This is an optimization exercise on Yosys and OpenROAD, whose aim is small area, not a production implementation.
At most, simulation tests tie the RTL to the original design; equivalence was not proved.
Power and IR drop assume default switching activity.

Design k580vm80a, start of the top module:
module k580vm80a
(
   input         pin_clk,        
   input         pin_f1,         
   input         pin_f2,         
   input         pin_reset,      
   output [15:0] pin_a,          
   output  [7:0] pin_dout,       
   input   [7:0] pin_din,        
   output        pin_aena,       
   output        pin_dena,       
   input         pin_hold,      
   output        pin_hlda,      
   input         pin_ready,     
   output        pin_wait,      
   input         pin_int,       
   output        pin_inte,      
   output        pin_sync,      
   output        pin_dbin,      
   output        pin_wr_n
);
wire  [7:0]    d;
reg   [7:0]    db;
wire  [7:0]    di;
reg   [15:0]   a;
wire           clk, f1, f2;
reg            abufena, db_ena, dbin_pin;
wire           dbinf2;
reg            reset;
wire           ready;
wire           dbin_ext;
reg            t404, t382, t735;
wire           t383;
wire           t773;
reg            hold, hlda_pin;
wire           hlda, h889;
reg            wr_n, t1124, sync;
wire           t1011;
wire           ready_int;
reg   [15:0]   r16_pc, r16_hl, r16_de, r16_bc, r16_sp, r16_wz, mxo;
wire  [15:0]   mxi;
wire           mxr0, mxr1, mxr2, mxr3, mxr4, mxr5;
wire           mxwh, mxwl, mxrh, mxrl, mxw16, mxwadr;
wire           dec16, inc16, iad16;
reg            xchg_dh;
wire           t3144;
wire           t1460, t1467, t1513, t1514, t1519;
wire           sy_inta, sy_wo_n, sy_hlta, sy_out, sy_m1, sy_inp, sy_memr;
wire           thalt, twt2;
reg            t1, t2, tw, t3, t4, t5;
reg            twf1;
wire           t1f1, t2f1, t3f1, t4f1, t5f1;
reg            m1, m2, m3, m4, m5;
wire           m1f1;
wire           m2f1, m3f1, m4f1, m5f1;
wire           start, ms0, ms1, m836, m839, m871;
reg            t980;
wire           t887, t953, t976;
reg            intr, inta, inte, mstart, minta;
wire           irq;
reg   [7:0]    i;
reg            i25, i14, i03;
wire           imx, acc_sel;
wire           id_op, id_io, id_in, id_popsw, id_pupsw,
               id_nop, id_lxi, id_inx, id_inr, id_dcr, id_idr, id_mvi, id_dad,
               id_dcx, id_opa, id_idm, id_hlt, id_mov, id_opm, id_pop, id_rst,
               id_cxx, id_jxx, id_rxx, id_ret, id_jmp, id_opi, id_out, id_11x,
               id_rlc, id_rxc, id_rar, id_sha, id_daa, id_cma, id_stc, id_cmc,
  ...
==> flow/config.mk <==
export PLATFORM = sky130hd
export DESIGN_NAME = k580vm80a
export DESIGN_NICKNAME = k580vm80a
export VERILOG_FILES = /design/flow/design.v
export SDC_FILE = /design/flow/constraint.sdc
export NUM_CORES = 4
export LEC_CHECK = 0
export ABC_AREA = 1
export CAP_MARGIN = 0
export CORE_MARGIN = 2
export CORE_UTILIZATION = 55
export CTS_BUF_LIST = sky130_fd_sc_hd__clkbuf_4
export CTS_CLUSTER_DIAMETER = 40
export CTS_CLUSTER_SIZE = 10
export GPL_TIMING_DRIVEN = 0
export SLEW_MARGIN = 0
==> flow/constraint.sdc <==
create_clock -name core_clock -period 8.0 [get_ports {pin_clk}]
set_input_delay 1.6000 -clock core_clock [delete_from_list [all_inputs] [get_ports {pin_clk}]]
set_output_delay 1.6000 -clock core_clock [all_outputs]
set_load 0.01 [all_outputs]
standard.sh (not shown) runs the stock make flow with config.mk's settings and CLKGATE_MAP_FILE= SYNTH_SCRIPT=/design/flow/synth_recipe.tcl, a recipe that flattens the netlist after the stock synthesis.
==> flow/flow/run.sh <==
#!/bin/bash
# The standard layout (standard.sh), with these changes:
#  - synthesis maps the logic with an area-oriented ABC script (flow/abc_area.script,
#    used in place of ORFS's abc_area.script; ABC does not touch the registers),
#    and leaves adders to ABC instead of extracting full/half-adder cells first;
#  - port buffers use the smallest buffer cell;
#  - clock tree synthesis inserts no dummy loads.
# The make output is in ./logs_flow/standard.log, each step's log under orfs/logs.
set -euo pipefail
here=$PWD
mkdir -p "$here/logs_flow"
rm -rf "$here/scripts_area"
cp -r "$FLOW_HOME/scripts" "$here/scripts_area"
cp "$here/flow/abc_area.script" "$here/scripts_area/abc_area.script"
bash "$here/standard.sh" SCRIPTS_DIR="$here/scripts_area" ADDER_MAP_FILE= \
     BUFFER_PORTS_ARGS="-buffer_cell sky130_fd_sc_hd__buf_1" \
     CTS_ARGS="-sink_clustering_enable -repair_clock_nets -sink_clustering_size 10 -sink_clustering_max_diameter 40 -buf_list sky130_fd_sc_hd__clkbuf_4 -dont_use_dummy_load" \
     finish > "$here/logs_flow/standard.log" 2>&1
==> flow/flow/abc_area.script <==
strash
ifraig
balance
rewrite
refactor
balance
rewrite
rewrite -z
balance
refactor -z
rewrite -z
balance
dc2
dch -f
amap -F 4 -A 8
strash
balance
rewrite
refactor
balance
rewrite
rewrite -z
balance
refactor -z
rewrite -z
balance
dch -f
amap -F 4 -A 8
strash
balance
rewrite
refactor
balance
rewrite
rewrite -z
balance
refactor -z
rewrite -z
balance
dch -f
amap -F 4 -A 8
topo
Then changed:
--- a/flow/config.mk
+++ b/flow/config.mk
@@ -9 +9 @@
-export CAP_MARGIN = 0
+export CAP_MARGIN = 10
@@ -16 +16 @@
-export SLEW_MARGIN = 0
+export SLEW_MARGIN = 10
Result: Design area is about the same. Wire length stays flat. Die area is unchanged. Cell count stays the same.


k580vm80a, a different RTL version from the one above (not shown whole).
For scale: ~47 I/O pins.
clock: 8.0 ns
lec_check: 0
abc_area: 1
cap_margin: 20
core_margin: 2
core_utilization: 55
cts_buf_list: sky130_fd_sc_hd__clkbuf_8
cts_cluster_diameter: 60
cts_cluster_size: 20
slew_margin: 20
run.sh (not shown) runs the stock make flow with config.mk's settings and CLKGATE_MAP_FILE= SYNTH_SCRIPT=/design/flow/synth_recipe.tcl, a recipe that flattens the netlist after the stock synthesis.
Stock flow here: none of the scripts above is used.
Next try:
--- a/flow/config.mk
+++ b/flow/config.mk
@@ -10,6 +10,6 @@
 export CORE_MARGIN = 2
 export CORE_UTILIZATION = 55
-export CTS_BUF_LIST = sky130_fd_sc_hd__clkbuf_8
-export CTS_CLUSTER_DIAMETER = 60
-export CTS_CLUSTER_SIZE = 20
+export CTS_BUF_LIST = sky130_fd_sc_hd__clkbuf_4
+export CTS_CLUSTER_DIAMETER = 40
+export CTS_CLUSTER_SIZE = 10
 export SLEW_MARGIN = 20
Outcome: Worst setup slack gains 25 ps. Wire length hardly moves. Cell count went up by 1.4%. Design area went up by 0.39%. Count of clock-buffer cells in the layout went up by 23. Global-route usage went up by 0.27 points. Non-clock buffer count is unchanged. Fmax went up by 0.50%. Via count hardly moves. Sequential cell count does not change. Hold slack hardly moves.
No run of this note included a check of the RTL's function; only the layout flow was run.


## run 1
k580vm80a, a different RTL version from the one above (not shown whole).
For scale: roughly 960 cells after synthesis, ~190 flip-flops, ~47 I/O pins.
clock: 8.0 ns
lec_check: 0
abc_area: 1
cap_margin: 10
core_margin: 2
core_utilization: 55
cts_buf_list: sky130_fd_sc_hd__clkbuf_8
cts_cluster_diameter: 60
cts_cluster_size: 16
gpl_timing_driven: 1
slew_margin: 10
standard.sh (not shown) runs the stock make flow with config.mk's settings and CLKGATE_MAP_FILE= SYNTH_SCRIPT=/design/flow/synth_recipe.tcl, a recipe that flattens the netlist after the stock synthesis.
==> flow/flow/run.sh <==
#!/bin/bash
# The standard layout (standard.sh), with these changes:
#  - synthesis maps the logic with an area-oriented ABC script (flow/abc_area.script,
#    used in place of ORFS's abc_area.script; ABC does not touch the registers),
#    and leaves adders to ABC instead of extracting full/half-adder cells first;
#  - port buffers use the smallest buffer cell;
#  - clock tree synthesis inserts no dummy loads.
# The make output is in ./logs_flow/standard.log, each step's log under orfs/logs.
set -euo pipefail
here=$PWD
mkdir -p "$here/logs_flow"
rm -rf "$here/scripts_area"
cp -r "$FLOW_HOME/scripts" "$here/scripts_area"
cp "$here/flow/abc_area.script" "$here/scripts_area/abc_area.script"
bash "$here/standard.sh" SCRIPTS_DIR="$here/scripts_area" ADDER_MAP_FILE= \
     BUFFER_PORTS_ARGS="-buffer_cell sky130_fd_sc_hd__buf_1" \
     CTS_ARGS="-sink_clustering_enable -repair_clock_nets -sink_clustering_size 16 -sink_clustering_max_diameter 60 -buf_list sky130_fd_sc_hd__clkbuf_8 -dont_use_dummy_load" \
     finish > "$here/logs_flow/standard.log" 2>&1
==> flow/flow/abc_area.script <==
strash
balance
rewrite
refactor
balance
rewrite
rewrite -z
balance
refactor -z
rewrite -z
balance
dch -f
amap -F 4 -A 8
strash
balance
rewrite
refactor
balance
rewrite
rewrite -z
balance
refactor -z
rewrite -z
balance
dch -f
amap -F 4 -A 8
strash
balance
rewrite
refactor
balance
rewrite
rewrite -z
balance
refactor -z
rewrite -z
balance
dch -f
amap -F 4 -A 8
strash
balance
rewrite
refactor
balance
rewrite
rewrite -z
balance
refactor -z
rewrite -z
balance
dch -f
amap -F 4 -A 8
strash
balance
rewrite
refactor
balance
rewrite
rewrite -z
balance
refactor -z
rewrite -z
balance
dch -f
amap -F 4 -A 8
topo
Run 1 | stages: all done | timing, DRC, antenna: all pass
Input changes introduced in run 5 (baseline for comparison: run 1):
diff --git a/flow/config.mk b/flow/config.mk
--- a/flow/config.mk
+++ b/flow/config.mk
@@ -8,3 +8,3 @@
 export ABC_AREA = 1
-export CAP_MARGIN = 10
+export CAP_MARGIN = 0
 export CORE_MARGIN = 2
@@ -15,2 +15,2 @@
 export GPL_TIMING_DRIVEN = 1
-export SLEW_MARGIN = 10
+export SLEW_MARGIN = 0
- Re global-route wire length before repair: no difference whatsoever between run 1 and run 5.
- Comparing run 1 against run 5, there is no change at all in non-clock buffer count.
- Compared with run 1, in run 5 area after synthesis comparable, worst setup slack flat, part of the power in combinational logic has remained practically unchanged, signed area change from the synthesized netlist to the final layout saw little to no change, register bit total from synthesis held.


Setup of old:
Another version of the RTL of k580vm80a (not shown whole).
Size in the first run: roughly 1,000 cells after synthesis, about 200 flip-flops, about 47 I/O pins, about 0.010 mm^2 of cells after synthesis.
// k580vm80a
module k580vm80a
(
   input         pin_clk,        
   input         pin_f1,         
   input         pin_f2,         
   input         pin_reset,      
   output [15:0] pin_a,          
   output  [7:0] pin_dout,       
   input   [7:0] pin_din,        
   output        pin_aena,       
   output        pin_dena,       
   input         pin_hold,      
   output        pin_hlda,      
   input         pin_ready,     
   output        pin_wait,      
   input         pin_int,       
   output        pin_inte,      
   output        pin_sync,      
   output        pin_dbin,      
   output        pin_wr_n
);
wire  [7:0]    d;
reg   [7:0]    db;
wire  [7:0]    di;
reg   [15:0]   a;
wire           clk, f1, f2;
reg            abufena, db_ena, dbin_pin;
wire           dbinf2;
reg            reset;
wire           ready;
wire           dbin_ext;
reg            t404, t382, t735;
wire           t383;
wire           t773;
reg            hold, hlda_pin;
wire           hlda, h889;
reg            wr_n, t1124, sync;
wire           t1011;
wire           ready_int;
reg   [15:0]   r16_pc, r16_hl, r16_de, r16_bc, r16_sp, r16_wz, mxo;
wire  [15:0]   mxi;
wire           mxr0, mxr1, mxr2, mxr3, mxr4, mxr5;
wire           mxwh, mxwl, mxrh, mxrl, mxw16, mxwadr;
wire           dec16, inc16, iad16;
reg            xchg_dh, t3144;
wire           t1460, t1467, t1513, t1514, t1519;
wire           sy_inta, sy_wo_n, sy_hlta, sy_out, sy_m1, sy_inp, sy_memr;
wire           thalt, twt2;
reg            t1, t2, tw, t3, t4, t5;
reg            twf1;
wire           t1f1, t2f1, t3f1, t4f1, t5f1;
reg            m1, m2, m3, m4, m5;
wire           m1f1;
wire           m2f1, m3f1, m4f1, m5f1;
wire           start, ms0, ms1, m836, m839, m871;
reg            t980;
wire           t887, t953, t976;
reg            intr, inta, inte, mstart, minta;
wire           irq;
reg   [7:0]    i;
reg            i25, i14, i03;
wire           imx, acc_sel;
wire           id_op, id_io, id_in, id_popsw, id_pupsw,
               id_nop, id_lxi, id_inx, id_inr, id_dcr, id_idr, id_mvi, id_dad,
  ...
clock: 8.0 ns
lec_check: 0
abc_area: 1
cap_margin: 20
core_margin: 2
core_utilization: 55
cts_buf_list: sky130_fd_sc_hd__clkbuf_8
cts_cluster_diameter: 60
cts_cluster_size: 16
gpl_timing_driven: 0
slew_margin: 20
==> flow/flow/abc_area.script <==
strash
ifraig
balance
rewrite
refactor
balance
rewrite
rewrite -z
balance
refactor -z
rewrite -z
balance
dc2
dch -f
amap -F 4 -A 8
strash
balance
rewrite
refactor
balance
rewrite
rewrite -z
balance
refactor -z
rewrite -z
balance
dch -f
amap -F 4 -A 8
strash
balance
rewrite
refactor
balance
rewrite
rewrite -z
balance
refactor -z
rewrite -z
balance
dch -f
amap -F 4 -A 8
topo
Scripts as last shown in full above: flow/flow/run.sh
old: flow completed, timing, DRC and antenna clean
Inputs modified between old and new:
# old
export LEC_CHECK = 0
export ABC_AREA = 1
export CAP_MARGIN = 20
export CORE_MARGIN = 2
export CORE_UTILIZATION = 55
export CTS_BUF_LIST = sky130_fd_sc_hd__clkbuf_8
export CTS_CLUSTER_DIAMETER = 60
export CTS_CLUSTER_SIZE = 16
export GPL_TIMING_DRIVEN = 0
export SLEW_MARGIN = 20
create_clock -name core_clock -period 8.0 [get_ports {pin_clk}]
# new
export LEC_CHECK = 0
export ABC_AREA = 1
export CAP_MARGIN = 10
export CORE_MARGIN = 2
export CORE_UTILIZATION = 55
export CTS_BUF_LIST = sky130_fd_sc_hd__clkbuf_4
export CTS_CLUSTER_DIAMETER = 40
export CTS_CLUSTER_SIZE = 10
export GPL_TIMING_DRIVEN = 0
export SLEW_MARGIN = 10
create_clock -name core_clock -period 8.0 [get_ports {pin_clk}]
diff --git a/flow/flow/run.sh b/flow/flow/run.sh
--- a/flow/flow/run.sh
+++ b/flow/flow/run.sh
@@ -15,4 +15,4 @@
 bash "$here/standard.sh" SCRIPTS_DIR="$here/scripts_area" ADDER_MAP_FILE= \
      BUFFER_PORTS_ARGS="-buffer_cell sky130_fd_sc_hd__buf_1" \
-     CTS_ARGS="-sink_clustering_enable -repair_clock_nets -sink_clustering_size 16 -sink_clustering_max_diameter 60 -buf_list sky130_fd_sc_hd__clkbuf_8 -dont_use_dummy_load" \
+     CTS_ARGS="-sink_clustering_enable -repair_clock_nets -sink_clustering_size 10 -sink_clustering_max_diameter 40 -buf_list sky130_fd_sc_hd__clkbuf_4 -dont_use_dummy_load" \
      finish > "$here/logs_flow/standard.log" 2>&1
[summary]
- As far as final number of setup-violating endpoints goes, new and old are indistinguishable; the numbers are identical.
- In new, the global-route usage over all layers came out 0.46 points above the value in old.
- Measured against each other, new and old differ in first-pass GRT wire length, the lower figure coming from old.
- new against old: worst hold slack across all endpoints went up by 74 ps, clock power -about 4.7%.
- Diff old..new | utilization of the core after routing | negligible
- new: power is 1.0% lower than what old reported.

-- afterwards: timing with drivers on the ports --
No port has a modelled driver above. Below, the same layouts with a new extraction and two added sets of constraints. Step 1 assumes that a clkbuf_16 drives the clock port and a buf_2 every other input. Step 2 also shifts input and output timing later by t, the mid clock arrival at the registers, as if the neighbouring blocks saw the same clock. a / b / c = no drivers / after step 1 / after step 2; a / b = the first two.
| run | t (ns) | setup slack, ns | latest minus earliest clock arrival (ns) | worst slew at a driven data input, ns |
|---|---|---|---|---|
| the first run of note 1 | 0.692 | 0.571 / 0.571 / 0.571 | 0.144 / 0.144 | 0.04 |
| the second run of note 1 | 0.706 | 0.502 / 0.502 / 0.502 | 0.060 / 0.060 | 0.03 |
| the first run of note 2 | 0.602 | 3.000 / 3.000 / 3.000 | 0.042 / 0.042 | 0.04 |
| the second run of note 2 | 0.685 | 3.025 / 3.025 / 3.025 | 0.041 / 0.042 | 0.04 |
| run 1 | 0.504 | 0.584 / 0.584 / 0.584 | 0.045 / 0.044 | 0.04 |
| run 5 | 0.504 | 0.584 / 0.584 / 0.584 | 0.045 / 0.044 | 0.04 |
| old | 0.555 | 0.675 / 0.675 / 0.675 | 0.091 / 0.090 | 0.07 |
| new | 0.715 | 0.699 / 0.699 / 0.699 | 0.071 / 0.071 | 0.07 |
After both steps every run listed still meets setup and hold.
